Context: an optimization exercise on an open-source flow, tuned for small area, a short achievable clock period and few clock cycles. The choices shown serve that exercise and are no tape-out recipe.
RTL that was checked went through simulation tests only; none was proved equivalent to the original.
No activity file was given, so power comes from the tool's default toggle rates.

the previous run:
// top
module top(
input clk,
input reset,
input start,
input signed [1:0] wrdata,
input signed [15:0] b12_wrdata,
input signed [15:0] b23_wrdata,
input [4:0] wr_b12addr,
input [8:0] wraddr,
input [3:0] wr_b23addr,
input we_data,
input we_b12,
input b23_we,
output [12:0] w12_rdaddr,
input signed [15:0] w12_rddata,
output [7:0] w23_rdaddr,
input signed [15:0] w23_rddata,
output reg done,
output reg [9:0] onehot_enc
);
For scale: about 4,500 cells after synthesis, about 120 I/O pins, about 60,000 um2 of cells after synthesis.
clock: 10.0 ns
lec_check: 0
cap_margin: 20
core_margin: 2
core_utilization: 55
cts_buf_list: sky130_fd_sc_hd__clkbuf_16
cts_cluster_diameter: 90
cts_cluster_size: 26
place_density: 0.6
slew_margin: 20
standard.sh (not shown) runs the stock make flow with config.mk's settings and CLKGATE_MAP_FILE= SYNTH_SCRIPT=/design/flow/synth_recipe.tcl, a recipe that flattens the netlist after the stock synthesis.
==> flow/flow/run.sh <==
#!/bin/bash
set -euo pipefail
MARGIN=6.5
sed "s/ CLKGATE_MAP_FILE= / CLKGATE_MAP_FILE= SETUP_SLACK_MARGIN=$MARGIN /" standard.sh > standard_margin.sh
grep -q "SETUP_SLACK_MARGIN=$MARGIN" standard_margin.sh
bash standard_margin.sh > standard_margin.log 2>&1
### the previous run -> the current run
--- a/flow/design.v
+++ b/flow/design.v
@@ -23,36 +23,28 @@
 integer j, k;
 reg wv_img, wv_b12, wv_b23;
 reg [7:0] wa;
 reg [15:0] wd;
 always @(posedge clk) begin
   wv_img <= we_data;
   wv_b12 <= we_b12;
   wv_b23 <= b23_we;
-  wa <= we_data ? wraddr[7:0] : (we_b12 ? {3'b0, wr_b12addr} : {4'b0, wr_b23addr});
+  wa <= we_data ? wraddr[7:0] : (we_b12 ? {3'b0, wr_b12addr[0], wr_b12addr[4:1]} : {4'b0, wr_b23addr});
   wd <= we_data ? {{14{wrdata[1]}}, wrdata} : (we_b12 ? b12_wrdata : b23_wrdata);
 end
 wire [511:0] imgv;
+reg [15:0] b12e [0:9];    
+reg [15:0] b12o [0:9];
 generate for (gi = 0; gi < 256; gi = gi + 1) begin : g_img
   reg [1:0] px;
   always @(posedge clk)
     if (wv_img && wa == gi) px <= wd[1:0];
   assign imgv[2*gi+1:2*gi] = px;
 end endgenerate
-reg [15:0] b12r [0:19];
-reg [4:0] r20;
-always @(posedge clk)
-  if (reset) r20 <= 5'd0;
-  else r20 <= (r20 == 5'd19) ? 5'd0 : r20 + 5'd1;
-wire [5:0] b12d = {1'b0, wa[4:0]} - {1'b0, r20} - 6'd1;
-wire [4:0] b12slot = b12d[5] ? b12d[4:0] + 5'd20 : b12d[4:0];
-always @(posedge clk)
-  for (j = 0; j < 20; j = j + 1)
-    b12r[j] <= (wv_b12 && b12slot == j) ? wd : b12r[(j + 1) % 20];
 function [3:0] enc16(input [15:0] oh);
   integer q;
   begin
     enc16 = 4'd0;
     for (q = 0; q < 16; q = q + 1)
       if (oh[q]) enc16 = enc16 | q[3:0];
   end
 endfunction
@@ -165,16 +157,17 @@
 reg [1:0] xv;
 always @* begin
   xv = 2'b00;
   for (j = 0; j < 16; j = j + 1)
     xv = xv | ({2{low[j]}} & rem[2*j +: 2]);
 end
 wire tok_last = lig & goh[15];          
 wire bnv_ok;                            
+wire bhit;                              
 wire emit = factive & ~(tok_last & outstanding) & ~(ffirst & ~bnv_ok);
 wire take;                              
 always @(posedge clk) begin
   if (start_q) begin
     goh <= 16'd1;
     rem <= imgv[31:0];
   end else if (emit) begin
     if (lig) begin
@@ -229,18 +222,18 @@
     last2 <= last1;
     last3 <= last2;
   end
 end
 wire [4:0] bp = ~factive ? 5'd0 : (ffirst ? fh : fh + 5'd1);
 assign bnv_ok = bnv;
 always @(posedge clk) begin
   if (reset || wv_b12 || (emit && ffirst)) bnv <= 1'b0;
-  else if (~first1 && r20 == bp) bnv <= 1'b1;
-  if (~bnv && ~first1 && r20 == bp) bnext <= b12r[0];
+  else if (~first1 && bhit) bnv <= 1'b1;
+  if (~bnv && ~first1 && bhit) bnext <= bp[0] ? b12o[0] : b12e[0];
 end
 wire [15:0] tsel = x2[0] ? wq : {wq[14:0], 1'b0};
 wire [15:0] term = (x2 == 2'b00) ? 16'd0 : (x2[1] ? ~tsel : tsel);
 always @(posedge clk)
   acc <= ksadd({16'd0, first2 ? b12q : acc}, {16'd0, term}, x2[1]);
 always @(posedge clk) begin
   if (last3) pending <= relu16(acc);
   if (reset || start_q) pend_v <= 1'b0;
@@ -340,22 +333,26 @@
 reg [9:0] wdec, wsel;
 always @* begin
   for (j = 0; j < 10; j = j + 1)
     wdec[j] = (wa[3:0] == j);
   for (j = 0; j < 10; j = j + 1) begin
     wsel[j] = 1'b0;
     for (k = 0; k < 10; k = k + 1)
       wsel[j] = wsel[j] | (wdec[k] & wrot[(j - k + 10) % 10]);
-    wsel[j] = wsel[j] & wv_b23;
   end
 end
 always @(posedge clk)
-  for (j = 0; j < 10; j = j + 1)
-    b23r[j] <= wsel[j] ? wd : b23r[(j + 1) % 10];
+  for (j = 0; j < 10; j = j + 1) begin
+    b23r[j] <= (wv_b23 & wsel[j]) ? wd : b23r[(j + 1) % 10];
+    b12e[j] <= (wv_b12 & ~wa[4] & wsel[j]) ? wd : b12e[(j + 1) % 10];
+    b12o[j] <= (wv_b12 & wa[4] & wsel[j]) ? wd : b12o[(j + 1) % 10];
+  end
+wire [3:0] nhead = (na >= 4'd2) ? na - 4'd2 : na + 4'd8;
+assign bhit = (nhead == bp[4:1]);
 wire [31:0] addA = initC ? {{6{b23r[0][15]}}, b23r[0], 10'd0} : accr[0];
 wire [31:0] pext = {{12{prodq[19]}}, prodq};
 wire [31:0] addB = pext << {kC, 2'b00};
 wire [32:0] sum_c = ksadd(addA, addB, 1'b0);
 always @(posedge clk) begin
   for (j = 0; j < 9; j = j + 1) accr[j] <= accr[j+1];
   accr[9] <= sum_c[31:0];
 end
==> comparison <==
- Having completed the whole flow, the previous run delivered a layout that passed the timing, design-rule and antenna checks.
- The current run completed every stage of the flow, and the final layout passed the timing, design-rule and antenna checks.
- met2 routed wirelength for the current run is lower than for the previous run.
- Final worst slack delta for the current run relative to the previous run: 0.078 ns higher
- The first-iteration DRC count in the current run was lower than what the previous run gave.
- Changes observed in the current run relative to the previous run: synthesized area fell by 0.49%, critical path depth rose by 4, power fell by about 4%, remaining antenna violation count stayed essentially flat.
- Comparing the current run and the previous run, the lower layout overhead on the synthesized area was measured on the current run.
- The overall die height of the current run and that of the previous run are within noise of each other.
Testbench counts of the current run, summed over its fixed seeds: cycles 98,484.
For the previous run, only the layout was checked, not whether the RTL still works.

## what the ideal ports hide
The results above use ideal ports. As a check the final layouts listed here were re-extracted and re-timed, cells and wires unchanged.
Step 1 sets driving cells, clkbuf_16 on the clock port and buf_2 on the other inputs (assumed; they add their load-dependent delay and slew).
Step 2 times the ports against the registers' clock, not the clock port: input delays grow and output delays shrink by t, the midpoint of the rising clock arrivals with the driver on.
Three values: ideal, step 1, step 2; two values: the first two.
run | t, ns | slack for setup (ns) | worst setup path after step 2 | worst slew at a driven data input, ns | pins driven straight from the clock port
the previous run | 0.746 | 6.567 / 6.541 / 6.374 | input to register | 0.11 | 1
the current run | 0.740 | 6.645 / 6.573 / 6.006 | input to register | 0.04 | 1
After both steps every run listed still meets setup and hold. The setup slack of the current run, which loses most, moves by -0.072 ns with the drivers and by -0.639 ns with both steps.
